From an optimization exercise on the open Yosys and OpenROAD flow, aimed at small area and a short achievable clock period; shortcuts taken in it are not production practice. Function was not checked in any run shown here: the RTL went through the layout flow alone. Power figures rest on the tool's default switching activity, not on a simulated workload.

===== flow/flow/run.sh =====
#!/bin/bash
# Layout flow: the standard ORFS flow with two changes.
#  1. Synthesis extracts full/half adder cells only inside the carry-save
#     cells (csa_fa, csa_ha); the other adders are left to ABC, so their
#     carry chains are not built from slow full-adder cells.  Registers are
#     untouched, so they match the standard synthesis.
#  2. The port buffers use the smallest buffer cell; timing repair upsizes
#     the ones on critical paths.
set -euo pipefail
HERE=$PWD
sed 's/^\(  extract_fa {\*}\[dont_use_extract_fa_args\]\)$/\1 csa_fa csa_ha/' \
  "$FLOW_HOME/scripts/synth.tcl" > "$HERE/synth_sel.tcl"
grep -q 'dont_use_extract_fa_args\] csa_fa csa_ha' "$HERE/synth_sel.tcl"
sed "s#^source \$::env(SCRIPTS_DIR)/synth.tcl\$#source $HERE/synth_sel.tcl#" \
  "$HERE/synth_recipe.tcl" > "$HERE/synth_recipe_sel.tcl"
grep -q "source $HERE/synth_sel.tcl" "$HERE/synth_recipe_sel.tcl"
export BUFFER_PORTS_ARGS="-buffer_cell sky130_fd_sc_hd__buf_1"
bash standard.sh SYNTH_SCRIPT="$HERE/synth_recipe_sel.tcl" finish > standard.log 2>&1

===== flow/constraint.sdc =====
create_clock -name core_clock -period 8.5 [get_ports {clk}]
set_input_delay 1.7000 -clock core_clock [delete_from_list [all_inputs] [get_ports {clk}]]
set_output_delay 1.7000 -clock core_clock [all_outputs]
set_load 0.01 [all_outputs]

===== flow/design.v =====
module csa_fa (
    input  a,
    input  b,
    input  c,
    output s,
    output co
);
    assign s = a ^ b ^ c;
    assign co = (a & b) | (a & c) | (b & c);
endmodule
module csa_ha (
    input  a,
    input  b,
    output s,
    output co
);
    assign s = a ^ b;
    assign co = a & b;
endmodule
module csa_han (
    input  a,
    input  b,
    output s,
    output co
);
    assign s = ~(a ^ b);
    assign co = a | b;
endmodule
module sigmoid_activation #(
    parameter WIDTH = 16,
    parameter FRAC_BITS = 11
)(
    input  [15:0] x,
    output [15:0] y
);
    wire neg_sat = x[15] & ~(x[14] & x[13]);
    wire pos_sat = ~x[15] & (x[14] | (x[13] & (|x[12:0])));
    wire [15:0] lin = {~x[15], x[15], x[15], x[15:3]};
    assign y = pos_sat ? 16'hFFFF : (neg_sat ? 16'h0000 : lin);
endmodule
module mac_unit (
    input  clk,
    input  rst_n,
    input  enable,
    input  clear_acc,
    input  [7:0] input_data,
    input  [7:0] weight,
    output [15:0] mac_out,
    output [15:0] activated_out,
    output valid,
    output overflow
);
    reg [9:0] lo_l;
    reg [5:0] up_s;    
    reg [5:0] up_c;
    reg        up_ci;
    reg [15:0] acc_hi;
    reg        hi_p;
    reg        overflow_reg;
    reg        valid_reg;
    reg        alive;
    wire [5:0] ur_g = up_s & up_c;
    wire [5:0] ur_p = up_s ^ up_c;
    wire ur_g0c = ur_g[0] | (ur_p[0] & up_ci);
    wire ur_g1_1 = ur_g[1] | (ur_p[1] & ur_g0c);
    wire ur_g1_3 = ur_g[3] | (ur_p[3] & ur_g[2]);
    wire ur_p1_3 = ur_p[3] & ur_p[2];
    wire ur_g1_5 = ur_g[5] | (ur_p[5] & ur_g[4]);
    wire ur_p1_5 = ur_p[5] & ur_p[4];
    wire ur_g2_2 = ur_g[2] | (ur_p[2] & ur_g1_1);
    wire ur_g2_3 = ur_g1_3 | (ur_p1_3 & ur_g1_1);
    wire ur_g3_4 = ur_g[4] | (ur_p[4] & ur_g2_3);
    wire ur_g3_5 = ur_g1_5 | (ur_p1_5 & ur_g2_3);
    wire [5:0] ur_s = ur_p ^ {ur_g3_4, ur_g2_3, ur_g2_2, ur_g1_1, ur_g0c, up_ci};
    wire ur_co = ur_g3_5;
    wire [15:0] acc = {ur_s, lo_l};
    wire hi_inc = hi_p | ur_co;
    wire ovf = overflow_reg | (hi_inc & (&acc_hi));
    wire [15:0] hi_n = (acc_hi + {15'd0, hi_inc}) & {16{~clear_acc & alive}};
    wire [7:0] a_g = input_data & {8{enable}};
    wire [15:0] lo_m = acc & {16{~clear_acc}};
    wire [63:0] ppt;
    wire [15:0] acct = lo_m;
    genvar gi, gj;
    generate
        for (gi = 0; gi < 8; gi = gi + 1) begin : g_pp_i
            for (gj = 0; gj < 8; gj = gj + 1) begin : g_pp_j
                assign ppt[gi*8+gj] = (a_g[gi] & weight[gj]);
            end
        end
    endgenerate
    wire ts1, tc2, ts3, tc4, ts5, tc6, ts7, tc8, ts9, tc10, ts11, tc12, ts13, tc14, ts15, tc16, ts17, tc18, ts19, tc20, ts21, tc22, ts23, tc24, ts25, tc26, ts27, tc28, ts29, tc30, ts31, tc32, ts33, tc34, ts35, tc36, ts37, tc38, ts39, tc40, ts41, tc42, ts43, tc44, ts45, tc46, ts47, tc48, ts49, tc50, ts51, tc52, ts53, tc54, ts55, tc56, ts57, tc58, ts59, tc60, ts61, tc62, ts63, tc64, ts65, tc66, ts67, tc68, ts69, tc70, ts71, tc72, ts73, tc74, ts75, tc76, ts77, tc78, ts79, tc80, ts81, tc82, ts83, tc84, ts85, tc86, ts87, tc88, ts89, tc90, ts91, tc92, ts93, tc94, ts95, tc96, ts97, tc98, ts99, tc100, ts101, tc102, ts103, tc104, ts105, tc106, ts107, tc108, ts109, tc110, ts111, tc112;
    csa_ha u_ts1 (.a(acct[5]), .b(ppt[12]), .s(ts1), .co(tc2));
    csa_fa u_ts3 (.a(acct[6]), .b(ppt[13]), .c(ppt[20]), .s(ts3), .co(tc4));
    csa_ha u_ts5 (.a(ppt[27]), .b(ppt[34]), .s(ts5), .co(tc6));
    csa_fa u_ts7 (.a(acct[7]), .b(ppt[14]), .c(ppt[21]), .s(ts7), .co(tc8));
    csa_fa u_ts9 (.a(ppt[28]), .b(ppt[35]), .c(ppt[42]), .s(ts9), .co(tc10));
    csa_ha u_ts11 (.a(ppt[49]), .b(ppt[56]), .s(ts11), .co(tc12));
    csa_fa u_ts13 (.a(acct[8]), .b(ppt[15]), .c(ppt[22]), .s(ts13), .co(tc14));
    csa_fa u_ts15 (.a(ppt[29]), .b(ppt[36]), .c(ppt[43]), .s(ts15), .co(tc16));
    csa_ha u_ts17 (.a(ppt[50]), .b(ppt[57]), .s(ts17), .co(tc18));
    csa_fa u_ts19 (.a(acct[9]), .b(ppt[23]), .c(ppt[30]), .s(ts19), .co(tc20));
    csa_fa u_ts21 (.a(ppt[37]), .b(ppt[44]), .c(ppt[51]), .s(ts21), .co(tc22));
    csa_fa u_ts23 (.a(acct[10]), .b(ppt[31]), .c(ppt[38]), .s(ts23), .co(tc24));
    csa_ha u_ts25 (.a(acct[3]), .b(ppt[10]), .s(ts25), .co(tc26));
    csa_fa u_ts27 (.a(acct[4]), .b(ppt[11]), .c(ppt[18]), .s(ts27), .co(tc28));
    csa_ha u_ts29 (.a(ppt[25]), .b(ppt[32]), .s(ts29), .co(tc30));
    csa_fa u_ts31 (.a(ppt[19]), .b(ppt[26]), .c(ppt[33]), .s(ts31), .co(tc32));
    csa_fa u_ts33 (.a(ppt[40]), .b(ppt[5]), .c(ts1), .s(ts33), .co(tc34));
    csa_fa u_ts35 (.a(ppt[41]), .b(ppt[48]), .c(ppt[6]), .s(ts35), .co(tc36));
    csa_fa u_ts37 (.a(tc2), .b(ts5), .c(ts3), .s(ts37), .co(tc38));
    csa_fa u_ts39 (.a(ppt[7]), .b(tc6), .c(ts11), .s(ts39), .co(tc40));
    csa_fa u_ts41 (.a(tc4), .b(ts7), .c(ts9), .s(ts41), .co(tc42));
    csa_fa u_ts43 (.a(tc12), .b(ts17), .c(tc10), .s(ts43), .co(tc44));
    csa_fa u_ts45 (.a(tc8), .b(ts13), .c(ts15), .s(ts45), .co(tc46));
    csa_fa u_ts47 (.a(ppt[58]), .b(tc18), .c(tc14), .s(ts47), .co(tc48));
    csa_fa u_ts49 (.a(tc16), .b(ts19), .c(ts21), .s(ts49), .co(tc50));
    csa_fa u_ts51 (.a(ppt[45]), .b(ppt[52]), .c(ppt[59]), .s(ts51), .co(tc52));
    csa_fa u_ts53 (.a(tc20), .b(tc22), .c(ts23), .s(ts53), .co(tc54));
    csa_fa u_ts55 (.a(acct[11]), .b(ppt[39]), .c(ppt[46]), .s(ts55), .co(tc56));
    csa_fa u_ts57 (.a(ppt[53]), .b(ppt[60]), .c(tc24), .s(ts57), .co(tc58));
    csa_fa u_ts59 (.a(acct[12]), .b(ppt[47]), .c(ppt[54]), .s(ts59), .co(tc60));
    csa_ha u_ts61 (.a(acct[2]), .b(ppt[16]), .s(ts61), .co(tc62));
    csa_fa u_ts63 (.a(ppt[17]), .b(ppt[24]), .c(ppt[3]), .s(ts63), .co(tc64));
    csa_fa u_ts65 (.a(ppt[4]), .b(tc26), .c(ts29), .s(ts65), .co(tc66));
    csa_fa u_ts67 (.a(tc30), .b(tc28), .c(ts31), .s(ts67), .co(tc68));
    csa_fa u_ts69 (.a(tc32), .b(ts35), .c(tc34), .s(ts69), .co(tc70));
    csa_fa u_ts71 (.a(tc36), .b(ts39), .c(tc38), .s(ts71), .co(tc72));
    csa_fa u_ts73 (.a(tc40), .b(ts43), .c(tc42), .s(ts73), .co(tc74));
    csa_fa u_ts75 (.a(tc44), .b(ts47), .c(tc46), .s(ts75), .co(tc76));
    csa_fa u_ts77 (.a(ts51), .b(tc48), .c(tc50), .s(ts77), .co(tc78));
    csa_fa u_ts79 (.a(tc52), .b(ts55), .c(ts57), .s(ts79), .co(tc80));
    csa_fa u_ts81 (.a(ppt[61]), .b(tc56), .c(ts59), .s(ts81), .co(tc82));
    csa_fa u_ts83 (.a(acct[13]), .b(ppt[55]), .c(ppt[62]), .s(ts83), .co(tc84));
    csa_ha u_ts85 (.a(acct[1]), .b(ppt[1]), .s(ts85), .co(tc86));
    csa_fa u_ts87 (.a(ppt[2]), .b(ppt[9]), .c(ts61), .s(ts87), .co(tc88));
    csa_fa u_ts89 (.a(tc62), .b(ts25), .c(ts63), .s(ts89), .co(tc90));
    csa_fa u_ts91 (.a(tc64), .b(ts27), .c(ts65), .s(ts91), .co(tc92));
    csa_fa u_ts93 (.a(tc66), .b(ts33), .c(ts67), .s(ts93), .co(tc94));
    csa_fa u_ts95 (.a(tc68), .b(ts37), .c(ts69), .s(ts95), .co(tc96));
    csa_fa u_ts97 (.a(ts41), .b(tc70), .c(ts71), .s(ts97), .co(tc98));
    csa_fa u_ts99 (.a(ts45), .b(tc72), .c(ts73), .s(ts99), .co(tc100));
    csa_fa u_ts101 (.a(ts49), .b(tc74), .c(ts75), .s(ts101), .co(tc102));
    csa_fa u_ts103 (.a(ts53), .b(tc76), .c(ts77), .s(ts103), .co(tc104));
    csa_fa u_ts105 (.a(tc54), .b(tc78), .c(ts79), .s(ts105), .co(tc106));
    csa_fa u_ts107 (.a(tc58), .b(ts81), .c(tc80), .s(ts107), .co(tc108));
    csa_fa u_ts109 (.a(tc60), .b(ts83), .c(tc82), .s(ts109), .co(tc110));
    csa_fa u_ts111 (.a(acct[14]), .b(ppt[63]), .c(tc84), .s(ts111), .co(tc112));
    wire [15:0] row_a = {acct[15], ts111, ts109, tc106, tc104, tc102, tc100, tc98, tc96, tc94, tc92, tc90, tc88, tc86, ppt[8], acct[0]};
    wire [15:0] row_b = {tc112, tc110, tc108, ts107, ts105, ts103, ts101, ts99, ts97, ts95, ts93, ts91, ts89, ts87, ts85, ppt[0]};
    wire [9:0] lr_g = row_a[9:0] & row_b[9:0];
    wire [9:0] lr_p = row_a[9:0] ^ row_b[9:0];
    wire lr_g1_1 = lr_g[1] | (lr_p[1] & lr_g[0]);
    wire lr_g1_3 = lr_g[3] | (lr_p[3] & lr_g[2]);
    wire lr_p1_3 = lr_p[3] & lr_p[2];
    wire lr_g1_5 = lr_g[5] | (lr_p[5] & lr_g[4]);
    wire lr_p1_5 = lr_p[5] & lr_p[4];
    wire lr_g1_7 = lr_g[7] | (lr_p[7] & lr_g[6]);
    wire lr_p1_7 = lr_p[7] & lr_p[6];
    wire lr_g1_9 = lr_g[9] | (lr_p[9] & lr_g[8]);
    wire lr_p1_9 = lr_p[9] & lr_p[8];
    wire lr_g2_2 = lr_g[2] | (lr_p[2] & lr_g1_1);
    wire lr_g2_3 = lr_g1_3 | (lr_p1_3 & lr_g1_1);
    wire lr_g2_6 = lr_g[6] | (lr_p[6] & lr_g1_5);
    wire lr_p2_6 = lr_p[6] & lr_p1_5;
    wire lr_g2_7 = lr_g1_7 | (lr_p1_7 & lr_g1_5);
    wire lr_p2_7 = lr_p1_7 & lr_p1_5;
    wire lr_g3_4 = lr_g[4] | (lr_p[4] & lr_g2_3);
    wire lr_g3_5 = lr_g1_5 | (lr_p1_5 & lr_g2_3);
    wire lr_g3_6 = lr_g2_6 | (lr_p2_6 & lr_g2_3);
    wire lr_g3_7 = lr_g2_7 | (lr_p2_7 & lr_g2_3);
    wire lr_g4_8 = lr_g[8] | (lr_p[8] & lr_g3_7);
    wire lr_g4_9 = lr_g1_9 | (lr_p1_9 & lr_g3_7);
    wire [9:0] lr_s = lr_p ^ {lr_g4_8, lr_g3_7, lr_g3_6, lr_g3_5, lr_g3_4, lr_g2_3, lr_g2_2, lr_g1_1, lr_g[0], 1'b0};
    wire lr_co = lr_g4_9;
    wire c16 = 1'b0;
    always @(posedge clk or negedge rst_n) begin
        if (!rst_n) begin
            lo_l <= 10'd0;
            up_s <= 6'd0;
            up_c <= 6'd0;
            up_ci <= 1'b0;
            alive <= 1'b0;
            hi_p <= 1'b0;
            overflow_reg <= 1'b0;
            valid_reg <= 1'b0;
        end else begin
            lo_l <= lr_s;
            up_s <= row_a[15:10];
            up_c <= row_b[15:10];
            up_ci <= lr_co;
            alive <= 1'b1;
            hi_p <= c16;
            overflow_reg <= ~clear_acc & ovf;
            valid_reg <= enable;
        end
    end
    always @(posedge clk) begin
        acc_hi <= hi_n;
    end
    assign overflow = ovf;
    assign valid = valid_reg;
    assign mac_out = acc;
    sigmoid_activation activation (
        .x(acc),
        .y(activated_out)
    );
endmodule
module mac_array (
    input  clk,
    input  rst_n,
    input  [3:0] enable,
    input  [3:0] clear_acc,
    input  [31:0] input_data,
    input  [31:0] weight,
    output [63:0] mac_out,
    output [63:0] activated_out,
    output [3:0] valid,
    output [3:0] overflow
);
    genvar i;
    generate
        for (i = 0; i < 4; i = i + 1) begin : mac_channels
            mac_unit mac_inst (
                .clk(clk),
                .rst_n(rst_n),
                .enable(enable[i]),
                .clear_acc(clear_acc[i]),
                .input_data(input_data[8*i+7:8*i]),
                .weight(weight[8*i+7:8*i]),
                .mac_out(mac_out[16*i+15:16*i]),
                .activated_out(activated_out[16*i+15:16*i]),
                .valid(valid[i]),
                .overflow(overflow[i])
            );
        end
    endgenerate
endmodule

===== flow/standard.sh =====
#!/bin/bash
# synth_recipe.tcl (not shown) runs the flow's synth.tcl, then flattens the netlist and writes it again
# the make line also repeats each setting of config.mk as NAME=value (left out here)
make -C /OpenROAD-flow-scripts/flow DESIGN_CONFIG=/design/flow/config.mk WORK_HOME=/design/flow/orfs CLKGATE_MAP_FILE= SYNTH_SCRIPT=/design/flow/synth_recipe.tcl "${@:-finish}"

===== flow/config.mk =====
export PLATFORM = sky130hd
export DESIGN_NAME = mac_array
export DESIGN_NICKNAME = mac_array
export VERILOG_FILES = /design/flow/design.v
export SDC_FILE = /design/flow/constraint.sdc
export NUM_CORES = 4
export LEC_CHECK = 0
export CAP_MARGIN = 20
export CORE_MARGIN = 2
export CORE_UTILIZATION = 40
export CTS_BUF_LIST = sky130_fd_sc_hd__clkbuf_4 sky130_fd_sc_hd__clkbuf_8
export SETUP_SLACK_MARGIN = 3.85
export SLEW_MARGIN = 20
export SYNTH_HIERARCHICAL = 1

==> results of run 1 <==
## worst max path at each step
stage / start / to / depth (start not counted)
after CTS: weight[28] / mac_channels[3].mac_inst.lo_l[9]$_DFF_PN0_ / 11
after global routing: enable[1] / mac_channels[1].mac_inst.lo_l[9]$_DFF_PN0_ / 12
after detailed placement: enable[2] / mac_channels[2].mac_inst.lo_l[9]$_DFF_PN0_ / 12
final: enable[1] / mac_channels[1].mac_inst.lo_l[9]$_DFF_PN0_ / 11
after floorplan: enable[0] / mac_channels[0].mac_inst.lo_l[9]$_DFF_PN0_ / 12
after global placement: enable[2] / mac_channels[2].mac_inst.lo_l[9]$_DFF_PN0_ / 12
## Yosys stat by module (local to each module, per instance), a selection
module | times used | flops+latches | cells | area [sq um]
csa_fa | 192 | 0 | 1 | 20.0
mac_unit | 4 | 42 | 302 | 2680
sigmoid_activation | 4 | 0 | 26 | 180
csa_ha | 32 | 0 | 1 | 12.5
## power breakdown
group	internal, uW	switching [uW]	total [uW]
logic	1510	1930	3440
clock network	231	387	618
registers	966	218	1180
## cell families (layout without fill, tap and decap cells)
kind of cell,after synthesis,count (layout)
AOI/OAI and AO/OA,260,263
xor gates and xnor gates,156,156
adders and majority gates,256,256
buffers and inverters,96,295
DFF,168,168
muxes,4,4
other,4,4
and+or+nand+nor,592,593
## cell usage after synthesis (all sizes together) (8+ instances only)
cell and instances:
and3 260, fa 192, xnor2 116, dfrtp 104, nor2 80, nor2b 68
dfxtp 64, clkbuf 52, o21ai 52, nand2 48, o2bb2ai 40, xor2 40
a21oi 36, ha 32, maj3 32, buf 28, nor3 24, or3 24
a211oi 20, and2 20, o2111ai 20, o211ai 20, inv 16, or2 16
a31oi 12, nor4 12, and4 8, nand3 8, nor3b 8, o21a 8
o22ai 8
## worst reg2reg max path: stages (launching register included)
cell	delay, ns
dfrtp_1	0.49
nor2b_2	0.23
ha_4	0.22
fa_2	0.34
fa_1	0.54
fa_2	0.49
maj3_2	0.32
maj3_2	0.37
or3_1	0.35
o211ai_1	0.17
nor3_1	0.07
## layout make-up
cell class | instances | area, sq um
Tap cell | 518 | 648
Multi-Input combinational cell | 1276 | 12000
Timing Repair Buffer | 247 | 1430
Sequential cell | 168 | 3880
Clock inverter | 15 | 191
Fill cell | 3634 | 20200
Inverter | 16 | 60.1
Clock buffer | 17 | 234
## layer usage
metal / GRT usage (%) / up-vias / wire length, um
met5: 0 / - / 0
met2: 30.7 / 339 / 18900
met3: 3.10 / 55 / 1860
met1: 26.9 / 6297 / 17800
li1: - / 5876 / -
met4: 6.64 / 0 / 733
## what timing repair did
action                                  CTS  global route
endpoints found under the hold margin     0             0
endpoints found under the setup margin   77            66
cloned                                    4             9
resized for setup                       123            79
pin swaps                                15            28
buffers inserted                         13            12
## layout by cell type, fill, tap and decap left out, types with 10 or more instances in the layout
| cell | synthesis | final |
|---|---|---|
| maj3_1 | 32 | 11 |
| buf_2 | 4 | 23 |
| o2bb2ai_1 | 40 | 40 |
| dfrtp_1 | 104 | 104 |
| buf_4 | 8 | 28 |
| and3_1 | 260 | 249 |
| ha_1 | 32 | 28 |
| or2_2 | 12 | 12 |
| and3_4 | 0 | 11 |
| buf_1 | 12 | 147 |
| o2111ai_1 | 20 | 20 |
| o211ai_2 | 12 | 12 |
| a31oi_1 | 12 | 12 |
| and2_1 | 20 | 16 |
| fa_2 | 0 | 14 |
| xnor2_1 | 116 | 104 |
| nor3_1 | 24 | 24 |
| nor2_1 | 76 | 76 |
| clkbuf_8 | 0 | 17 |
| o21ai_1 | 12 | 10 |
| or3_1 | 24 | 24 |
| clkbuf_2 | 4 | 30 |
| inv_1 | 16 | 13 |
| dfxtp_1 | 64 | 64 |
| nor2b_1 | 68 | 64 |
| xor2_1 | 40 | 37 |
| nand2_1 | 48 | 40 |
| maj3_2 | 0 | 21 |
| fa_1 | 192 | 178 |
| o21ai_0 | 40 | 31 |
| a21oi_1 | 36 | 32 |
## through the flow
| step | worst slack (ns) | hold WS, ns | cell area [sq um] |
|---|---|---|---|
| floorplan | 3.42 | 0.454 | 16000 |
| global placement | 2.78 | 0.462 | 17000 |
| detailed placement | 2.64 | 0.474 | 17000 |
| CTS | 3.85 | 0.490 | 17900 |
| global route | 3.73 | 0.511 | 18500 |
| finish | 3.83 | 0.490 | 18500 |
==> run notes, run 1 <==
Synthesis
The largest area contributor in the synthesized netlist is fa_1. The combinational family with the most area after synthesis is adder cells. The number of nets produced by synthesis is 1,834.

The netlist uses 57 different library cells. In the post-synthesis netlist, the biggest area contributors are fa_1, dfrtp_1, and3_1. Of the post-synthesis cell area, the part taken by muxes is 0.287%. Of all flip-flops after synthesis, the portion carrying an async set or reset was 61.9%. Summing the areas of all and, or, nand and nor instances in the mapped netlist gives 21.8% of the synthesized area. Summing the areas of all compound-gate instances in the mapped netlist gives 12.4% of the synthesized area. The area share of xor/xnor cells in the synthesized design is 8.72%.

After synthesis the netlist holds a flip-flop and latch count of 168. The area share of fa/ha/maj cells after synthesis is 29.1%. A synthesized cell averages 10.2 sq um. The count of synthesis-stage warnings from yosys is 7.

Of the synthesized area, sequential elements account for 24.8%. The share of synthesized area in the top cell type comes to 24.5%. The count of mapped cells out of synthesis is 1,536.

The dominant register cell in the synthesized netlist is dfrtp_1. The mapped netlist covers 15,700 sq um. The synthesized design contains 0 enable-type register cells.

Power and ir drop
IR analysis of the VDD net gives a maximum drop of 0.198 mV. Dividing total power by cell area gives a power density of 284 nW/um^2. The power consumption is 5250 uW.

In this run the static leakage power is 0.00820 uW.

Critical path
The critical path goes through buf_2 > buf_12 > and3_1 > fa_1 > fa_1 > fa_1 > fa_1 > xor2_1 > or3_1 > o211ai_1 > nor3_1. The logic depth of the worst register-to-register path is 10. For this design, the slowest cell found on the critical path is fa_1. The kind of critical path is in2reg. The startpoint identified for the worst register-to-register timing path is mac_channels[1].mac_inst.lo_l[5]$_DFF_PN0_.

Across all register-to-register paths, the minimum setup slack is 4.80 ns. Counting both buffers and inverters, the worst setup path holds a total of 2. The cell family contributing the most delay on the critical path is adder cells. The delay contributed by the slowest stage of the critical path is 0.70 ns. Counting stages on the worst path, the most repeated cell is fa_1. The data arrival at the endpoint of the critical path is 5.11 ns.

The critical path endpoint category is a flop. The capture instance of the worst register-to-register path is mac_channels[1].mac_inst.lo_l[9]$_DFF_PN0_. The required time at the endpoint of the critical path is 8.94 ns. STA classifies the critical path startpoint as an input port. The largest driver fanout on the critical path is 35.

Global route
The overall fraction of global-route tracks in use is 19.3%. The via count of the first global-routing pass is 12.6k. Entering global routing, the biggest net connects 70 pins. The global-route congestion overflow total is 0. The global-route wire length before repair is 64.2 mm.

The initial antenna violation count is 0.

Clock tree
For this design, the sink count on the clock tree is 168. TritonCTS created 17 clock buffers. TritonCTS built the clock tree. The clock root buffer master is clkbuf_8. Clock-pin slew was measured on the worst setup and hold paths at 0.12 ns. The clock passes through at most 2 buffers. The later pin in the worst-skew pair is clocked with a latency of 0.51 ns. The number of hold-repair buffers added at the cts stage is 0. The deepest level of the CTS H-tree is 4.

Cells and area
The repair_antennas step left the layout with diodes totalling 0. The largest register by flop count is mac_channels.mac_inst.acc_hi. Once layout is complete, the utilization of the core stands at 47.7%. The fraction of layout instances using a drive strength above 1 is 16.9%. The flip-flop count of the largest register after layout is 64. In the final design database the tool counted 2,024 nets. The largest registers in the layout are mac_channels.mac_inst.acc_hi (64), mac_channels.mac_inst.lo_l (40). The final non-filler cell total is 2,257. Compared with the post-synthesis result, the final layout area differs by 17.8%.

Job
The number of max-capacitance violations reported is 0.

Detailed routing
The average vias per placed instance is 5.57. Dividing the detail-routed wire length by the instance count gives 17.4 um. The detailed router placed 12.6k vias in this run. The count of TritonRoute iterations in the first routing pass is 6. The overall routed net length is 39.3 mm. The number of design-rule violations left by the first detailed-router iteration is 675. The DRC violations left is 0. The number of nets with antenna violations after routing is 0.

Floorplan
The die extent in y is 202 um. The floorplan has 72 rows. The initial core utilization is 40.5%. In this run the standard cell core region covers 38,600 sq um. The x dimension of the die is 202 um. The die outline area is 40,800 sq um. 210 I/O pins were placed.

Timing
The count of final hold-check violations is 0. Static timing analysis puts the maximum clock frequency at 214 MHz. The worst path needs 4.67 ns of the cycle, external delays included. Summed over all failing endpoints, the final setup total negative slack is 0 ns.

In this run the tightest slew margin relative to its limit is 47.1%. The final setup skew is 0.0151 ns. The total count of max-transition violations in the final report is 0.

Setup repair after global routing could not meet its margin everywhere. Setup violations remaining at the end of the flow were counted as 0. The actual slew at the worst max-slew pin is 0.793 ns. After layout, the worst path uses 54.9% of the clock period.

Placed design
Input and output buffers added on the ports amount to 209. Detailed placement ended at an HPWL of 27.9 mm. After detailed placement, the design holds a cell count of 2,187. The congestion estimate from routability-driven global placement came to 0.852.

Worst hold path
The endpoint of the worst hold-timing path is mac_channels[0].mac_inst.acc_hi[5]$_DFF_P_. The type of the most critical hold path is reg2reg. In this run the most critical hold path is launched from mac_channels[0].mac_inst.acc_hi[5]$_DFF_P_.

Along the worst hold path, the cell count comes to 2.

Outcome
The run finished with no timing, DRC or antenna violations.
==> run 2: changes to the inputs <==
--- a/flow/design.v
+++ b/flow/design.v
@@ -58,7 +58,6 @@
     reg        hi_p;
     reg        overflow_reg;
     reg        valid_reg;
-    reg        alive;
     wire [5:0] ur_g = up_s & up_c;
     wire [5:0] ur_p = up_s ^ up_c;
     wire ur_g0c = ur_g[0] | (ur_p[0] & up_ci);
@@ -75,8 +74,11 @@
     wire ur_co = ur_g3_5;
     wire [15:0] acc = {ur_s, lo_l};
     wire hi_inc = hi_p | ur_co;
-    wire ovf = overflow_reg | (hi_inc & (&acc_hi));
-    wire [15:0] hi_n = (acc_hi + {15'd0, hi_inc}) & {16{~clear_acc & alive}};
+    wire hi_fb = acc_hi[15] ^ acc_hi[11] ^ acc_hi[2] ^ acc_hi[0] ^ ~(|acc_hi[14:0]);
+    wire [15:0] hi_step = {acc_hi[14:0], hi_fb};
+    wire hi_full = (acc_hi == 16'h8000);
+    wire [15:0] hi_n = (hi_inc ? hi_step : acc_hi) & {16{~clear_acc}};
+    wire ovf = overflow_reg | (hi_inc & hi_full);
     wire [7:0] a_g = input_data & {8{enable}};
     wire [15:0] lo_m = acc & {16{~clear_acc}};
     wire [63:0] ppt;
@@ -180,7 +182,7 @@
             up_s <= 6'd0;
             up_c <= 6'd0;
             up_ci <= 1'b0;
-            alive <= 1'b0;
+            acc_hi <= 16'd0;
             hi_p <= 1'b0;
             overflow_reg <= 1'b0;
             valid_reg <= 1'b0;
@@ -189,14 +191,11 @@
             up_s <= row_a[15:10];
             up_c <= row_b[15:10];
             up_ci <= lr_co;
-            alive <= 1'b1;
+            acc_hi <= hi_n;
             hi_p <= c16;
             overflow_reg <= ~clear_acc & ovf;
             valid_reg <= enable;
         end
-    end
-    always @(posedge clk) begin
-        acc_hi <= hi_n;
     end
     assign overflow = ovf;
     assign valid = valid_reg;
--- a/flow/config.mk
+++ b/flow/config.mk
@@ -9,6 +9,6 @@
 export CORE_MARGIN = 2
 export CORE_UTILIZATION = 40
 export CTS_BUF_LIST = sky130_fd_sc_hd__clkbuf_4 sky130_fd_sc_hd__clkbuf_8
-export SETUP_SLACK_MARGIN = 3.85
+export SETUP_SLACK_MARGIN = 3.7
 export SLEW_MARGIN = 20
 export SYNTH_HIERARCHICAL = 1
==> run 2 against run 1 <==
Clock skew rose by 0.0056 ns. Clock power fell by 4.4%. Clock-buffer cell count rose by 1. Power rose by 6.4%. Sequential share of layout area rose by 1.4 points. Non-clock buffer count rose by 33. Largest power group unchanged. Flip-flop and latch count fell by 4. Synthesized cell count fell by 10%. Still clean. Setup slack got worse by 0.12 ns. Sequential power barely moved. Combinational power rose by 11%. Final cell count fell by 5.4%.
==> run notes, run 2 <==
Global route
The pin count of the biggest net entering global routing is 71. The total overflow left after global routing is 0. The first global-routing pass estimated 63.1 mm of wire. The initial antenna violation count is 0. The via count of the first global-routing pass is 11.9k. Across every metal layer, demand over resource in global routing totals 20.4%.

Synthesis
The average cell area after synthesis is 11.0 sq um. For this run, asynchronously set or reset flops after synthesis account for 100%. The largest area contributor in the synthesized netlist is dfrtp_1. The combined area of all synthesized cells is 15,100 sq um. In the post-synthesis netlist, the biggest area contributors are dfrtp_1, fa_1, and3_1. Summed over its instances, the top area cell type makes up 27.1% of the synthesized netlist area. The count of mapped cells out of synthesis is 1,380. The number of flops mapped to enable cells by yosys is 0.

The count of synthesis-stage warnings from yosys is 7. The most common cell in the synthesized netlist is and3_1. In the synthesized netlist, the cells that appear most often are and3_1, fa_1, dfrtp_1, xnor2_1, nor2_1. Among all flip-flop cells after synthesis, the most frequent one is dfrtp_1. The flip-flop and latch count after synthesis is 164.

When the netlist entered floorplanning its net count stood at 1,678. Sequential elements use 27.1% of the synthesized area. Counting distinct cell types in the post-synthesis netlist gives 48.

Timing
The total count of max-transition violations in the final report came to 0. For the pin with the worst max-slew slack, the measured transition is 0.947 ns. The clock arrives with 0.0207 ns of skew. The final setup violation count is 0. The count of final hold-check violations is 0.

The worst hold margin is 0.554 ns. After layout, the worst path uses 56.4% of the clock period. For the final routed database, the setup TNS stands at 0 ns. The worst path in the final design needs a cycle of 4.79 ns, including I/O delays and setup.

Measured against its own limit, the worst slew margin works out to 36.9%. Setup repair after global routing could not meet its margin everywhere. Static timing analysis puts the maximum clock frequency at 209 MHz.

Critical path
The slowest stage of the critical path is the dfrtp_1 cell. The data arrival at the endpoint of the critical path is 3.09 ns. The worst setup path is captured at an output pin.

For the worst setup path, the data required time is 6.80 ns. The signal on the critical path passes through maj3_2 > maj3_2 > maj3_2 > a21oi_4 > xnor2_4 > nor4_4 > and4_4 > o2bb2ai_4 > buf_6. The critical path is of the reg2out type.

The logic depth of the worst register-to-register path is 11. The worst setup path is launched from a flop. The largest driver fanout on the critical path is 6. In this run the worst setup path begins at mac_channels[3].mac_inst.up_ci$_DFF_PN0_. The launch instance of the worst register-to-register path is mac_channels[0].mac_inst.lo_l[6]$_DFF_PN0_. The delay contributed by the slowest stage of the critical path is 0.40 ns. The most prevalent standard cell on the critical path is maj3_2.

Detailed routing
The total number of vias is 11.8k. The count of TritonRoute iterations in the first routing pass is 5. The average vias per placed instance is 5.54. The routed design has 39.6 mm of wire. The number of design-rule violations left by the first detailed-router iteration is 602. For this run, design rule violations remaining after detail routing come to 0. The routed length per instance is 18.6 um.

The detail route stage leaves a number of antenna-violating nets equal to 0.

Clock tree
After clock tree synthesis, the clock-pin slew on the worst setup and hold paths is 0.11 ns. TritonCTS built the clock tree. The number of clock buffers inserted by TritonCTS is 17. For this design, the sink count on the clock tree is 164. The maximum root-to-sink buffer count is 2. The worst-skew pair later-pin latency is 0.48 ns. In this run the number of H-tree levels came out at 4.

Clock tree synthesis selected as its root buffer the cell clkbuf_8.

Power and ir drop
The power consumption is 5580 uW. The ratio of total power to cell area is 305 nW/um^2. The analysis attributes to cell leakage a power of 0.00925 uW. The worst-case IR drop observed on VDD is 0.327 mV.

Floorplan
Once the floorplan was initialized, standard cells occupied 40.4% of the core. The count of pins on the block boundary is 210. The die outline area is 39,400 sq um.

The x dimension of the die is 199 um. The die extent in y is 199 um. The floorplan has 71 rows. The total area inside the core boundary comes to 37,500 sq um.

Cells and area
In the layout the commonest cells are and3_1, fa_1, dfrtp_1. Counting flops per register, the top entry is mac_channels.mac_inst.acc_hi. The count of filler cells inserted in the layout is 3,468. From synthesis to final layout, the design area changed by 20.7%. Leaving out fill and tap cells, the most frequent cell in the layout is and3_1.

The number of inserted diodes is 0. The register with the most flip-flops in the layout has 64 of them. Summing all flip-flop and latch instances after layout gives 4100 sq um. After the last flow step, the layout net total stands at 1,908. The largest registers in the layout are mac_channels.mac_inst.acc_hi (64), mac_channels.mac_inst.lo_l (40).

The cell area after layout is 18,300 sq um. Leaving out filler cells and counting taps, the final layout contains 2,134. The fraction of layout instances using a drive strength above 1 is 18.9%.

The multi-input combinational cells in the finished layout cover a total of 11,300 sq um.

Worst hold path
The hold-critical path depth is 2. The worst hold path belongs to the class reg2reg. The critical hold path startpoint is mac_channels[0].mac_inst.acc_hi[3]$_DFF_PN0_.

Placed design
The number of placed instances, taps included, is 2,038. Summing all placed instances gives a cell area of 16,300 sq um. The count of input and output buffers is 209.

At the end of routability-driven placement, the weighted congestion stood at 0.905. The HPWL after detailed placement is 27.7 mm.

Job
Max-cap violations in this run came to 0.

Outcome
The run finished with no timing, DRC or antenna violations.
[run 2: cell count changes after synthesis, sizes merged, moves of 16 or more]
cell	before	now
nand2	48	32
nor3	24	8
or3	24	8
xnor2	116	96
dfxtp	64	0
o2111ai	20	4
a211oi	20	0
o21ai	52	28
mux2i	0	60
dfrtp	104	164
[run 2: metrics by stage]
| stage | util [%] | setup slack, ns |
|---|---|---|
| 2_1_floorplan | - | 3.35 |
| 4_1_cts | 46.8 | 3.67 |
| 6_report | 48.8 | 3.71 |
| 3_3_place_gp | 43.5 | 2.68 |
| 5_1_grt | 48.8 | 3.57 |
| 3_5_place_dp | 43.5 | 2.53 |
[run 2: logic make-up after synthesis]
kind of cell / Yosys count / share of synthesized area (%)
muxes: 60 / 3.96
DFF: 164 / 27.1
AOI/OAI and AO/OA: 164 / 8.52
buffers and inverters: 76 / 2.74
xor gates and xnor gates: 128 / 7.40
and+or+nand+nor: 532 / 20.1
adders and majority gates: 256 / 30.2
[run 2: layout make-up]
type                       instances  share of cell area, %
multi-input combinational       1143                   61.7
sequential                       164                   22.4
timing repair buffer             280                   10.1
tap                              511                   3.50
clock buffer                      18                   1.35
clock inverter                    14                  0.814
inverter                           4                 0.0821
[run 2: path summary, 6_finish.rpt]
kind                                                                end  slack [ns]
min                        mac_channels[0].mac_inst.acc_hi[4]$_DFF_PN0_        0.55
max reg2reg                    mac_channels[0].mac_inst.up_ci$_DFF_PN0_        4.67
max in group asynchronous  mac_channels[2].mac_inst.acc_hi[9]$_DFF_PN0_        5.98
min in group asynchronous    mac_channels[1].mac_inst.lo_l[8]$_DFF_PN0_        1.19
max                                                   activated_out[56]        3.71
min reg2reg                mac_channels[0].mac_inst.acc_hi[4]$_DFF_PN0_        0.55
[run 2: timing repair]
action	in CTS	in global routing
gates resized for setup	112	128
buffers inserted	20	28
pin swaps	26	31
endpoints found under the setup margin	74	67
cloned	9	7
hold buffers	0	0
[run 2: power by group]
part	internal (uW)	switching (uW)
Combinational	1700	2110
Sequential	960	219
Clock	248	343
[run 2: worst max-delay path, delay by kind of cell (launching register included)]
kind / cells / cell delay (ns)
flops: 1 / 0.40
compound gates: 2 / 0.28
xor+xnor: 1 / 0.13
fa+ha+maj: 3 / 1.00
simple gates: 2 / 0.66
buf+inv: 1 / 0.14
[run 2: Yosys stat by module (local to each module, per instance), excerpt]
module / flops+latches / cells inside / area (sq um) / copies in the design
mac_unit: 41 / 263 / 2550 / 4
csa_ha: 0 / 1 / 12.5 / 32
sigmoid_activation: 0 / 26 / 180 / 4
csa_fa: 0 / 1 / 20.0 / 192
[run 2: routing by layer]
| metal | share of wire [%] | wire [um] | vias up | global-route usage, % |
|---|---|---|---|---|
| met5 | 0 | 0 | - | 0 |
| met4 | 1.0 | 405 | 0 | 5.06 |
| met3 | 5.8 | 2300 | 28 | 3.34 |
| met2 | 49 | 19400 | 362 | 33.8 |
| met1 | 44 | 17500 | 6062 | 27.9 |
| li1 | - | - | 5365 | - |
==> run 3: changes to the inputs <==
--- a/flow/config.mk
+++ b/flow/config.mk
@@ -9,6 +9,6 @@
 export CORE_MARGIN = 2
 export CORE_UTILIZATION = 40
 export CTS_BUF_LIST = sky130_fd_sc_hd__clkbuf_4 sky130_fd_sc_hd__clkbuf_8
-export SETUP_SLACK_MARGIN = 3.7
+export SETUP_SLACK_MARGIN = 4.0
 export SLEW_MARGIN = 20
 export SYNTH_HIERARCHICAL = 1
==> run 3 against run 2 <==
Combinational power up 25%. Still clean. Non-clock buffer count up 44. Design area up 7.6%. Global-route usage up 1.3 points. Final cell count up 2.3%. Die area unchanged. Largest power group unchanged. Largest cell class unchanged.
==> run notes, run 3 <==
Clock tree
Buffers inserted during clock tree synthesis total 17. The clock tree from TritonCTS is built. The worst-skew pair later-pin latency is 0.50 ns.

Clock-pin slew was measured on the worst setup and hold paths at 0.11 ns. The number of hold-repair buffers added at the cts stage is 0. The deepest level of the CTS H-tree is 4.

The number of sinks driven by the clock tree is 164. No sink is reached through more buffers than the 2 on the longest clock path. The clock root buffer master is clkbuf_8.

Critical path
The library cell contributing the largest single delay on the critical path is dfrtp_1. The critical path is of the reg2out type. The most prevalent standard cell on the critical path is maj3_2. Setup slack on the worst reg-to-reg path comes out at 4.67 ns. The category of the worst setup path launch point is a flop. The end of the critical path is activated_out[52]. The launch instance of the worst register-to-register path is mac_channels[1].mac_inst.lo_l[6]$_DFF_PN0_. Counting cells, the worst reg-to-reg path comes to 11. The data arrival at the endpoint of the critical path is 3.10 ns. In this run the worst setup path begins at mac_channels[3].mac_inst.up_ci$_DFF_PN0_. In this design, the stage delay of the slowest critical-path cell is 0.42 ns. The signal on the critical path passes through maj3_2 > maj3_2 > maj3_2 > a21oi_4 > xnor2_4 > buf_6 > buf_6 > o21ai_4 > buf_12 > o2bb2ai_1 > buf_2.

STA puts the critical path data required time at 6.80 ns. In this run the worst path has a maximum fanout of 7. The critical path endpoint category is an output pin. The capture instance of the worst register-to-register path is mac_channels[1].mac_inst.up_ci$_DFF_PN0_.

Power and ir drop
The ratio of total power to cell area is 337 nW/um^2. The leakage power total is 0.00985 uW. The worst ir drop on vdd is 0.456 mV.

Floorplan
The die outline area is 39,400 sq um. The die extent in y is 199 um. The initial core utilization is 40.4%. In this run the horizontal extent of the chip is 199 um. The placeable core area is 37,500 sq um. The site row count is 71. The count of pins on the block boundary is 210.

Global route
Across every metal layer, demand over resource in global routing totals 21.7%. The via count of the first global-routing pass came to 12.3k. The initial antenna violation count came to 0. The global-route wire length before repair is 67.1 mm. The total overflow left after global routing is 0. The pin count of the biggest net entering global routing is 65.

Placed design
The count of input and output buffers is 209. At the end of routability-driven placement, the weighted congestion stood at 0.861. The HPWL after detailed placement is 27.5 mm.

Timing
Setup repair after global routing could not meet its margin everywhere. The actual slew at the worst max-slew pin is 0.807 ns. The final setup violation count is 0.

The remaining max-slew budget at the tightest pin is 46.2%. Summed over all failing endpoints, the final setup total negative slack is 0 ns. Across the routed clock network, the largest skew measured is 0.0243 ns. The top achievable clock speed is 208 MHz. The part of the cycle the worst path needs is 56.5%.

The total count of max-transition violations in the final report is 0. The routed design could run at a clock period as short as 4.80 ns. The count of final hold-check violations came to 0.

Synthesis
The count of mapped cells out of synthesis is 1,380. The number of flops mapped to enable cells by yosys is 0. The top cell type by area accounts for 27.1% of the synthesized area. The sequential element share of the synthesized area is 27.1%. The commonest cells after synthesis are and3_1, fa_1, dfrtp_1, xnor2_1, nor2_1. The most common cell in the netlist is and3_1.

The Yosys step of the flow raised 7 warnings. The flip-flop and latch count after synthesis is 164. Averaged over all synthesized cells, the footprint is 11.0 sq um. The share of synthesized flip-flops with an asynchronous set or reset is 100%.

The largest total area in the synthesized netlist belongs to dfrtp_1. The number of nets produced by synthesis is 1,678. The combined area of all synthesized cells is 15,100 sq um. The number of distinct library cell variants in the gate-level netlist after synthesis is 48. The dominant register cell in the synthesized netlist is dfrtp_1. In the post-synthesis netlist, the biggest area contributors are dfrtp_1, fa_1, and3_1.

Cells and area
The final design utilization is 52.5%. The number of inserted diodes is 0. The top cell types in the final layout, fill and taps aside, are and3_1, fa_1, dfrtp_1. The most common cell after layout, fill and taps aside is and3_1. Relative to the synthesized area, the layout overhead comes to 29.8%. The fraction of layout instances using a drive strength above 1 is 27.3%.

In the final layout, the registers with the most flip-flops are mac_channels.mac_inst.acc_hi (64), mac_channels.mac_inst.lo_l (40). The register with the most flip-flops in the layout has 64 of them. mac_channels.mac_inst.acc_hi holds more flip-flops than any other register. The final net count is 1,957.

Detailed routing
The routed length per instance is 19.4 um. The detailed router placed 12.1k vias in this run. Wires add up to 42.3 mm.

Dividing the detail-routed via count by the number of cells gives 5.55. The count of TritonRoute iterations in the first routing pass is 5. For this run, design rule violations remaining after detail routing come to 0. The number of design-rule violations left by the first detailed-router iteration is 611.

In this run the remaining antenna-violating nets after routing total 0.

Worst hold path
The type of the most critical hold path is reg2reg.

Job
Max-cap violations in this run came to 0.

Outcome
The flow ran to the end and the layout has no timing, DRC or antenna violations.
run 3: cell counts after synthesis:
No cell type changed its count.
run 3: per-stage QoR:
step / std cells / hold WS (ns) / power, uW / area [sq um] / setup WS, ns
3_5_place_dp: 2040 / 0.535 / 4280 / 16300 / 2.55
3_3_place_gp: 2040 / 0.516 / 4230 / 16300 / 2.66
5_1_grt: 2183 / 0.582 / 7080 / 19700 / 3.55
4_1_cts: 2161 / 0.558 / 6020 / 19000 / 3.63
2_1_floorplan: 1380 / 0.509 / 3380 / 15400 / 3.35
6_report: 2183 / 0.551 / 6630 / 19700 / 3.70
run 3: what timing repair did:
| item | CTS | global route |
|---|---|---|
| hold endpoints to repair | 0 | 0 |
| buffers inserted | 68 | 20 |
| gates resized for setup | 318 | 118 |
| pin swaps | 93 | 31 |
| cloned | 21 | 2 |
| setup endpoints to repair | 83 | 75 |
run 3: cells by family (layout without fill, tap and decap cells):
logic type / Yosys count / in the layout / share of synthesized area [%]
flip-flops: 164 / 164 / 27.1
XOR/XNOR: 128 / 128 / 7.40
AND/OR/NAND/NOR: 532 / 539 / 20.1
adder cells (fa/ha/maj): 256 / 256 / 30.2
buffers and inverters: 76 / 360 / 2.74
AO/OA/AOI/OAI: 164 / 165 / 8.52
multiplexers: 60 / 60 / 3.96
run 3: modules after synthesis, one instance, submodules excluded, a selection:
module,flops+latches,times used,cells inside
mac_unit,41,4,263
csa_fa,0,192,1
csa_ha,0,32,1
sigmoid_activation,0,4,26
run 3: power breakdown:
group / internal, uW / switching (uW) / total [uW]
Clock: 349 / 313 / 662
Sequential: 960 / 236 / 1200
Combinational: 2330 / 2440 / 4770
run 3: cell type report:
cell class	instances	area [sq um]
flip-flops and latches	164	4100
well taps	511	639
repair buffers	324	2560
clock buffers	21	283
clock inverters	11	174
fillers	3275	17800
multi-input cells	1148	11900
inverters	4	15.0
run 3: worst min path at each step:
stage	start	to	cells after the start
after floorplan	mac_channels[0].mac_inst.acc_hi[13]$_DFF_PN0_	mac_channels[0].mac_inst.acc_hi[14]$_DFF_PN0_	2
after global placement	mac_channels[1].mac_inst.acc_hi[1]$_DFF_PN0_	mac_channels[1].mac_inst.acc_hi[2]$_DFF_PN0_	2
after detailed placement	mac_channels[3].mac_inst.acc_hi[10]$_DFF_PN0_	mac_channels[3].mac_inst.acc_hi[11]$_DFF_PN0_	2
after CTS	mac_channels[1].mac_inst.acc_hi[7]$_DFF_PN0_	mac_channels[1].mac_inst.acc_hi[8]$_DFF_PN0_	2
after global routing	mac_channels[2].mac_inst.acc_hi[1]$_DFF_PN0_	mac_channels[2].mac_inst.acc_hi[1]$_DFF_PN0_	2
final	mac_channels[2].mac_inst.acc_hi[12]$_DFF_PN0_	mac_channels[2].mac_inst.acc_hi[13]$_DFF_PN0_	2
run 3: metal layers:
metal | GRT usage (%) | up-vias | share of wire, %
met5 | 0 | - | 0
met4 | 4.95 | 0 | 1.5
met3 | 4.29 | 51 | 5.7
met2 | 36.0 | 394 | 49
met1 | 29.4 | 6190 | 44
li1 | - | 5488 | -
run 3: critical path: cells and delay by family, from the launching register on:
family,cells,cell delay (ns)
compound gates,3,0.44
buf+inv,4,0.57
xor+xnor,1,0.20
fa+ha+maj,3,0.97
flops,1,0.42
==> run 4: changes to the inputs <==
--- a/flow/config.mk
+++ b/flow/config.mk
@@ -9,6 +9,6 @@
 export CORE_MARGIN = 2
 export CORE_UTILIZATION = 40
 export CTS_BUF_LIST = sky130_fd_sc_hd__clkbuf_4 sky130_fd_sc_hd__clkbuf_8
-export SETUP_SLACK_MARGIN = 4.0
+export SETUP_SLACK_MARGIN = 3.8
 export SLEW_MARGIN = 20
 export SYNTH_HIERARCHICAL = 1
==> run 4 against run 3 <==
Clock skew is 0.0011 ns higher. Design area down 0.91%. Die area is the same. Flip-flop and latch count stayed put. Setup slack worse by 0.0037 ns. Clock-buffer cell count unchanged. Core utilization down 0.48 points. Non-clock buffer count grew 6. Register-to-register slack improved by 0.03 ns. Global-route usage decreased by 0.72 points. Largest cell class unchanged. Highest routed layer unchanged.
==> run notes, run 4 <==
Outcome
The flow ran to the end and the layout has no timing, DRC or antenna violations.

Global route
After global routing the overflow that remains totals 0. The via count of the first global-routing pass is 12.0k. Entering global routing, the biggest net connects 65 pins. Global routing consumed, over all layers together, 21.0% of the routing resources.

The global-route wire length before repair is 65.1 mm. The initial antenna violation count is 0.

Placed design
The HPWL after detailed placement is 27.5 mm. The count of input and output buffers is 209. In this run, placement finished with an instance count of 2,040. The placed cell area is 16,300 sq um. The final weighted congestion of routability-driven global placement is 0.861.

Cells and area
The fraction of layout instances using a drive strength above 1 is 26.8%. The cell area after layout is 19,500 sq um. The largest register by flop count is mac_channels.mac_inst.acc_hi.

In the final layout, the registers with the most flip-flops are mac_channels.mac_inst.acc_hi (64), mac_channels.mac_inst.lo_l (40). The library cells used most frequently in the layout, excluding fill and tap cells, are and3_1, fa_1, dfrtp_1. The final non-filler cell total is 2,190. The flip-flop count of the largest register after layout is 64. The most common cell after layout, fill and taps aside is and3_1. After filler insertion, the fill cell instance count of the layout stands at 3,318.

The number of inserted diodes is 0. After the last flow step, the layout net total stands at 1,964. Compared with the post-synthesis result, the final layout area differs by 28.6%.

Clock tree
TritonCTS built the clock tree. The worst-skew pair later-pin latency is 0.50 ns. The deepest level of the CTS H-tree is 4. The maximum root-to-sink buffer count is 2.

For this design, the sink count on the clock tree is 164. Counting the buffers created by CTS gives 17. Clock-pin slew was measured on the worst setup and hold paths at 0.11 ns. The clock root buffer master is clkbuf_8.

Synthesis
The compound-gate portion of the synthesized area is 8.52%. Measured against the total synthesized area, the mux share comes to 3.96%. The most common cell in the netlist is and3_1. After synthesis the cells add up to 15,100 sq um. By area the synthesized netlist is led by dfrtp_1, fa_1, and3_1.

After synthesis, flip-flops and latches occupy 27.1% of the total area. For this run, the number of Yosys warnings is 7. The synthesized netlist devotes 20.1% of its cell area to simple gates. In this run, synthesis inferred 0 flip-flops with an integrated enable.

The area share of fa/ha/maj cells after synthesis is 30.2%. The largest area contributor in the synthesized netlist is dfrtp_1. The dominant register cell in the synthesized netlist is dfrtp_1. The commonest cells after synthesis are and3_1, fa_1, dfrtp_1, xnor2_1, nor2_1. The average cell area after synthesis is 11.0 sq um. Synthesis instantiated 48 different standard cells from the library. The combinational family with the most area after synthesis is adder cells. The area share of the largest cell type after synthesis is 27.1%.

The count of mapped cells out of synthesis is 1,380. After synthesis, the share of flip-flops with an asynchronous set or reset is 100%. Counting flops and latches in the post-synthesis netlist gives 164.

After Yosys synthesis, XOR and XNOR cells account for 7.40% of the synthesized area. Counting every net in the synthesized netlist gives 1,678.

Detailed routing
The first detailed-routing pass took 5 iterations. The number of design-rule violations left by the first detailed-router iteration is 548. The overall routed net length is 41.8 mm. The routed length per instance is 19.1 um. After detailed routing, the number of remaining DRC violations is 0.

The routed layout has 12.1k vias. Using the TritonRoute via totals, the vias-per-cell ratio works out to 5.54. The detail route stage leaves a number of antenna-violating nets equal to 0.

Worst hold path
The hold-critical path depth is 2. The type of the most critical hold path is reg2reg.

Critical path
Data on the critical path is required at its endpoint by 6.80 ns. Data arrives at the worst endpoint at 3.11 ns. The worst setup path is of the reg2out kind. The setup slack of the worst register-to-register path is 4.70 ns. STA classifies the critical path startpoint as a flop. The critical path endpoint category is an output pin. The largest driver fanout on the critical path is 7. For the worst flop-to-flop path, the logic depth is 11.

Floorplan
The die extent in y is 199 um. 210 I/O pins were placed. From left edge to right edge, the die measures 199 um. The site row count is 71. In this run the standard cell core region covers 37,500 sq um.

The initial core utilization is 40.4%. The die covers 39,400 sq um.

Power and ir drop
The power consumption is 6390 uW. The ratio of total power to cell area is 328 nW/um^2. VDD sags by at most 0.438 mV. The leakage power total is 0.00979 uW.

Timing
Setup repair after global routing could not meet its margin everywhere. The total count of max-transition violations in the final report is 0. The clock period could shrink to 4.81 ns. The actual slew at the worst max-slew pin is 0.814 ns. The final setup skew is 0.0254 ns. For this run, the top clock speed supported by timing is 208 MHz.

Headroom to the max-slew limit came out at 45.8%. After routing, the total negative slack on setup checks comes to 0 ns. Setup violations remaining at the end of the flow were counted as 0. The part of the cycle the worst path needs is 56.5%. The count of final hold-check violations is 0.

Job
The number of max-capacitance violations reported is 0.
## run 4: path summary, 6_finish.rpt
check	startpoint	end
max in group asynchronous	rst_n	mac_channels[3].mac_inst.lo_l[9]$_DFF_PN0_
min reg2reg	mac_channels[1].mac_inst.acc_hi[7]$_DFF_PN0_	mac_channels[1].mac_inst.acc_hi[8]$_DFF_PN0_
min	mac_channels[1].mac_inst.acc_hi[7]$_DFF_PN0_	mac_channels[1].mac_inst.acc_hi[8]$_DFF_PN0_
max reg2reg	mac_channels[3].mac_inst.lo_l[6]$_DFF_PN0_	mac_channels[3].mac_inst.up_ci$_DFF_PN0_
min in group asynchronous	rst_n	mac_channels[1].mac_inst.lo_l[2]$_DFF_PN0_
max	mac_channels[3].mac_inst.up_ci$_DFF_PN0_	activated_out[52]
## run 4: logic make-up (layout without fill, tap and decap cells)
kind of cell             Yosys count  after routing
AO/OA/AOI/OAI                    164            166
XOR/XNOR                         128            128
adder cells (fa/ha/maj)          256            256
buffers and inverters             76            366
flip-flops                       164            164
multiplexers                      60             60
AND/OR/NAND/NOR                  532            539
## run 4: repair_timing
action | in CTS | in global routing
hold buffers | 0 | 0
setup endpoints to repair | 75 | 72
resized for setup | 205 | 207
buffers inserted | 40 | 57
pin swaps | 49 | 71
gates cloned | 17 | 4
## run 4: final cells by class
type / instances / area (sq um) / share of cell area, %
well taps: 511 / 639 / 3.28
inverters: 4 / 15.0 / 0.0770
repair buffers: 330 / 2460 / 12.6
multi-input cells: 1149 / 11800 / 60.6
clock inverters: 11 / 174 / 0.892
flip-flops and latches: 164 / 4100 / 21.1
clock buffers: 21 / 283 / 1.45
## run 4: critical path: stages (launching register included)
cell and delay, ns:
dfrtp_1 0.42, maj3_2 0.31, maj3_2 0.31, maj3_2 0.35, a21oi_4 0.22, xnor2_4 0.20
buf_6 0.16, buf_6 0.11, o21ai_4 0.06, buf_12 0.15, o2bb2ai_1 0.16, buf_2 0.15
## run 4: per-stage QoR
step / util, % / setup slack [ns] / hold slack [ns]
2_1_floorplan: - / 3.35 / 0.509
3_3_place_gp: 43.6 / 2.66 / 0.516
3_5_place_dp: 43.6 / 2.55 / 0.535
4_1_cts: 48.6 / 3.63 / 0.559
5_1_grt: 52.0 / 3.56 / 0.584
6_report: 52.0 / 3.69 / 0.551
## run 4: power by group
group | switching (uW) | leakage [uW] | internal, uW | total, uW
Combinational | 2380 | 0.00739 | 2150 | 4530
Sequential | 236 | 0.00216 | 960 | 1200
Clock | 312 | 0.000234 | 349 | 661
## run 4: per-layer routing
metal | wire (um) | up-vias | GRT usage [%] | share of wire (%)
li1 | - | 5505 | - | -
met2 | 20400 | 399 | 34.8 | 49
met1 | 18400 | 6189 | 28.7 | 44
met4 | 663 | 0 | 4.42 | 1.6
met5 | 0 | - | 0 | 0
met3 | 2320 | 49 | 4.04 | 5.6
## run 4: per-module statistics from Yosys (local to each module, per instance), excerpt
module / cells / cell area [sq um]
sigmoid_activation: 26 / 180
csa_ha: 1 / 12.5
csa_fa: 1 / 20.0
mac_unit: 263 / 2550
==> run 5: changes to the inputs <==
--- a/flow/design.v
+++ b/flow/design.v
@@ -25,6 +25,18 @@
 );
     assign s = ~(a ^ b);
     assign co = a | b;
+endmodule
+module hi_count (
+    input  [15:0] h,
+    input  inc,
+    input  clr,
+    output full,
+    output [15:0] h_n
+);
+    wire fb = h[15] ^ h[11] ^ h[2] ^ h[0] ^ ~(|h[14:0]);
+    wire [15:0] step = {h[14:0], fb};
+    assign full = (h == 16'h8000);
+    assign h_n = (inc ? step : h) & {16{~clr}};
 endmodule
 module sigmoid_activation #(
     parameter WIDTH = 16,
@@ -74,10 +86,9 @@
     wire ur_co = ur_g3_5;
     wire [15:0] acc = {ur_s, lo_l};
     wire hi_inc = hi_p | ur_co;
-    wire hi_fb = acc_hi[15] ^ acc_hi[11] ^ acc_hi[2] ^ acc_hi[0] ^ ~(|acc_hi[14:0]);
-    wire [15:0] hi_step = {acc_hi[14:0], hi_fb};
-    wire hi_full = (acc_hi == 16'h8000);
-    wire [15:0] hi_n = (hi_inc ? hi_step : acc_hi) & {16{~clear_acc}};
+    wire hi_full;
+    wire [15:0] hi_n;
+    hi_count u_hi (.h(acc_hi), .inc(hi_inc), .clr(clear_acc), .full(hi_full), .h_n(hi_n));
     wire ovf = overflow_reg | (hi_inc & hi_full);
     wire [7:0] a_g = input_data & {8{enable}};
     wire [15:0] lo_m = acc & {16{~clear_acc}};
==> run 5 against run 4 <==
Critical path depth grew 1. Synthesized area grew 0.69%. Power down 17%. Global-route usage shrank 1.4 points. Clock-buffer cell count down 3.
==> run notes, run 5 <==
Outcome
The run finished with no timing, DRC or antenna violations.

Critical path
On the critical path the largest part of the delay comes from adder cells. The library cell contributing the largest single delay on the critical path is fa_1. Setup slack on the worst reg-to-reg path comes out at 4.62 ns. The category of the worst setup path launch point is an input port. The count of buffer and inverter cells on the critical path is 2. STA classifies the critical path endpoint as a flop. The required time at the endpoint of the critical path is 8.86 ns.

By startpoint and endpoint, the worst setup path is classified as in2reg. On the worst path, the slowest cell contributes a delay of 0.54 ns. Traced cell by cell, the critical path runs through buf_12 > buf_12 > and3_4 > fa_1 > fa_2 > fa_1 > fa_2 > xor2_2 > and3b_1 > a22o_1 > maj3_2 > maj3_2. The largest driver fanout on the critical path is 6. Data arrives at the worst endpoint at 5.16 ns.

Synthesis
Sorting the synthesized cells by area gives the leading types as dfrtp_1, fa_1, and3_1. For this run, asynchronously set or reset flops after synthesis account for 100%. After synthesis the netlist holds a flip-flop and latch count of 164. In this run, synthesis inferred 0 flip-flops with an integrated enable.

The area share of the largest cell type after synthesis is 26.9%. Summing every instance area after synthesis gives 15,300 sq um. By count the netlist is led by and3_1, fa_1, dfrtp_1, xnor2_1, nor2_1. The count of mapped cells out of synthesis is 1,380. When the netlist entered floorplanning its net count stood at 1,678. The dominant register cell in the synthesized netlist is dfrtp_1. The average cell area after synthesis is 11.1 sq um. The most common cell in the netlist is and3_1. The largest area contributor in the synthesized netlist is dfrtp_1.

The number of distinct library cell variants in the gate-level netlist after synthesis is 48. Yosys printed 7 warnings. The sequential element share of the synthesized area is 26.9%.

Power and ir drop
The worst ir drop on vdd is 0.306 mV. Dividing total power by cell area gives a power density of 294 nW/um^2. The switching power is 2510 uW. The fraction of power consumed by combinational cells is 66.6%.

The analysis attributes to cell leakage a power of 0.00858 uW. The cell-internal power is 2820 uW. Registers are responsible for 22.0% of the overall power. The switching share of total power is 47.1%. The clock network is responsible for 11.4% of the overall power.

Job
The number of max-capacitance violations reported is 0.

Placed design
The congestion estimate from routability-driven global placement came to 0.831. The count of input and output buffers is 209. After detailed placement, the total cell area comes to 16,400 sq um. The number of placed instances with taps included is 2,035. The HPWL after detailed placement is 27.3 mm.

Floorplan
The die extent in y is 199 um. Once the floorplan was initialized, standard cells occupied 40.6% of the core. The count of pins on the block boundary is 210. In this run the core area contains 71 standard-cell rows. The die outline area is 39,700 sq um.

The die is 199 um wide. The placeable core area is 37,600 sq um.

Cells and area
The library cell used most frequently in the layout, excluding fill and tap cells, is and3_1. Excluding fillers, the count of instances in the completed layout stands at 2,120. From synthesis to final layout, the design area changed by 18.8%. mac_channels.mac_inst.acc_hi holds more flip-flops than any other register.

The final net count is 1,894. The flip-flop count of the largest register after layout is 64. In the layout the commonest cells are and3_1, fa_1, dfrtp_1. The finished cells cover 18,100 sq um. The fraction of layout instances using a drive strength above 1 is 17.3%. The number of inserted diodes is 0.

The largest registers in the layout are mac_channels.mac_inst.acc_hi (64), mac_channels.mac_inst.lo_l (40).

Detailed routing
In the final routed layout, each cell accounts on average for 18.0 um. In this run, the number of DRC markers left after iteration 0 of detailed routing was 749. For this block, the via count after detailed routing is 11.5k. The routed design has 38.1 mm of wire. The count of TritonRoute iterations in the first routing pass is 5. Dividing the detail-routed via count by the number of cells gives 5.44. The number of nets with antenna violations after routing is 0. The DRC violations left is 0.

Clock tree
In this run the deepest clock path goes through 2 buffers. The worst-skew pair later-pin latency is 0.47 ns. TritonCTS built the clock tree.

The deepest level of the CTS H-tree is 4. The number of sinks driven by the clock tree is 164. In this run the clock root is driven by a clkbuf_8. The clock transition at the registers of the reported paths is 0.10 ns. The number of clock buffers inserted by TritonCTS is 17.

Global route
The initial antenna violation count is 0. Global routing used 19.6% of the available tracks across all layers. Global routing finished with a remaining overflow of 0. The global-route wire length before repair is 61.3 mm.

The via count of the first global-routing pass is 11.5k. The pin count of the biggest net entering global routing is 63.

Timing
The worst path needs 4.80 ns of the cycle, external delays included. Setup violations remaining at the end of the flow were counted as 0. The top achievable clock speed is 208 MHz. The count of final hold-check violations came to 0.

The remaining max-slew budget at the tightest pin is 36.0%. The final setup skew is 0.0155 ns. The summed negative setup slack over all endpoints is 0 ns. At the pin with the least slew margin, the transition time is 0.960 ns. The part of the cycle the worst path needs is 56.5%. The tightest hold path in the finished design has a slack of 0.544 ns. The total count of max-transition violations in the final report is 0. Setup repair after global routing could not meet its margin everywhere.

Worst hold path
The min-delay analysis places its worst path in the category reg2reg.
==> run 5: per-module statistics from Yosys, one instance, submodules excluded, a selection <==
module,times used,cells,flip-flops and latches
mac_unit,4,215,41
hi_count,4,48,0
sigmoid_activation,4,26,0
csa_fa,192,1,0
csa_ha,32,1,0
==> run 5: final cells by class <==
| type | count | area (sq um) |
|---|---|---|
| timing repair buffer | 271 | 1780 |
| multi-input combinational | 1134 | 11200 |
| tap | 511 | 639 |
| inverter | 8 | 30.0 |
| fill | 3485 | 19500 |
| sequential | 164 | 4100 |
| clock inverter | 14 | 164 |
| clock buffer | 18 | 248 |
==> run 5: metrics by stage <==
stage	setup slack [ns]	utilization, %	power [uW]
5_1_grt	3.67	48.2	5790
2_1_floorplan	3.23	-	3510
4_1_cts	3.71	47.4	5220
3_5_place_dp	2.37	43.7	4360
3_3_place_gp	2.46	43.7	4300
6_report	3.70	48.2	5330
==> run 5: path summary, 6_finish.rpt <==
check,to,cells past startpoint,from
max in group asynchronous,mac_channels[3].mac_inst.up_c[4]$_DFF_PN0_,2,rst_n
min reg2reg,mac_channels[2].mac_inst.overflow_reg$_DFF_PN0_,2,mac_channels[2].mac_inst.overflow_reg$_DFF_PN0_
min,mac_channels[2].mac_inst.overflow_reg$_DFF_PN0_,2,mac_channels[2].mac_inst.overflow_reg$_DFF_PN0_
max reg2reg,mac_channels[3].mac_inst.up_ci$_DFF_PN0_,10,mac_channels[3].mac_inst.lo_l[6]$_DFF_PN0_
max,mac_channels[3].mac_inst.up_ci$_DFF_PN0_,12,enable[3]
min in group asynchronous,mac_channels[1].mac_inst.up_c[3]$_DFF_PN0_,1,rst_n
==> run 5: routing by layer <==
layer	vias up	wire length, um	GRT usage [%]
li1	5295	-	-
met1	5918	17400	27.6
met2	288	18200	31.3
met3	33	2060	3.92
met4	0	442	4.53
met5	-	0	0
==> run 5: worst register-to-register path, stage by stage (launching register included) <==
cell and delay, ns:
dfrtp_1 0.47, nor2b_2 0.20, fa_1 0.52, fa_2 0.38, fa_1 0.54, fa_2 0.48, xor2_2 0.17, and3b_1 0.17
a22o_1 0.24, maj3_2 0.32, maj3_2 0.29
==> run 5: timing repair <==
action | in CTS | in global routing
setup endpoints to repair | 73 | 57
hold buffers | 0 | 0
setup buffers | 28 | 9
pin swaps | 44 | 28
gates resized for setup | 129 | 61
gates cloned | 13 | 3
==> run 5: kinds of logic after synthesis <==
kind of cell               after synthesis  share of synthesized area (%)
and+or+nand+nor                        528                           20.2
DFF                                    164                           26.9
adders and majority gates              256                           30.1
buffers and inverters                   84                           2.92
muxes                                   60                           3.94
xor gates and xnor gates               132                           8.07
AOI/OAI and AO/OA                      156                           7.87
==> run 5: power by group through the flow <==
stage	Combinational, uW	Clock [uW]	Sequential [uW]
after floorplan	2360	0	1150
after global placement	3120	0	1180
after detailed placement	3170	0	1180
after CTS	3410	636	1170
after global routing	3920	672	1200
final	3550	606	1170

==> afterwards: timing with drivers on the ports <==
The flow's constraints put no driver on any port. The routed layouts listed below were extracted and timed again, unchanged, in two steps.
Step 1: set_driving_cell puts a clkbuf_16 on clk and a buf_2 on each other input, an assumption about the parent block.
Step 2 times the ports against the registers' clock, not the clock port: input delays grow and output delays shrink by t, the midpoint of the rising clock arrivals with the driver on.
Three values: no drivers, after step 1, after step 2; two values: the first two.
run	t, ns	setup slack, ns	worst setup path after step 2	worst slew at a driven data input, ns
run 1	0.554	3.829 / 3.831 / 3.277	input to register	0.10
run 2	0.522	3.705 / 3.657 / 3.175	input to register	0.16
run 3	0.533	3.698 / 3.653 / 3.184	input to register	0.19
run 4	0.537	3.695 / 3.647 / 3.194	input to register	0.20
run 5	0.512	3.695 / 3.613 / 3.101	input to register	0.17
After both steps setup and hold are still met in every run listed. The setup slack of run 5, which loses most, moves by -0.082 ns with the drivers and by -0.594 ns with both steps.
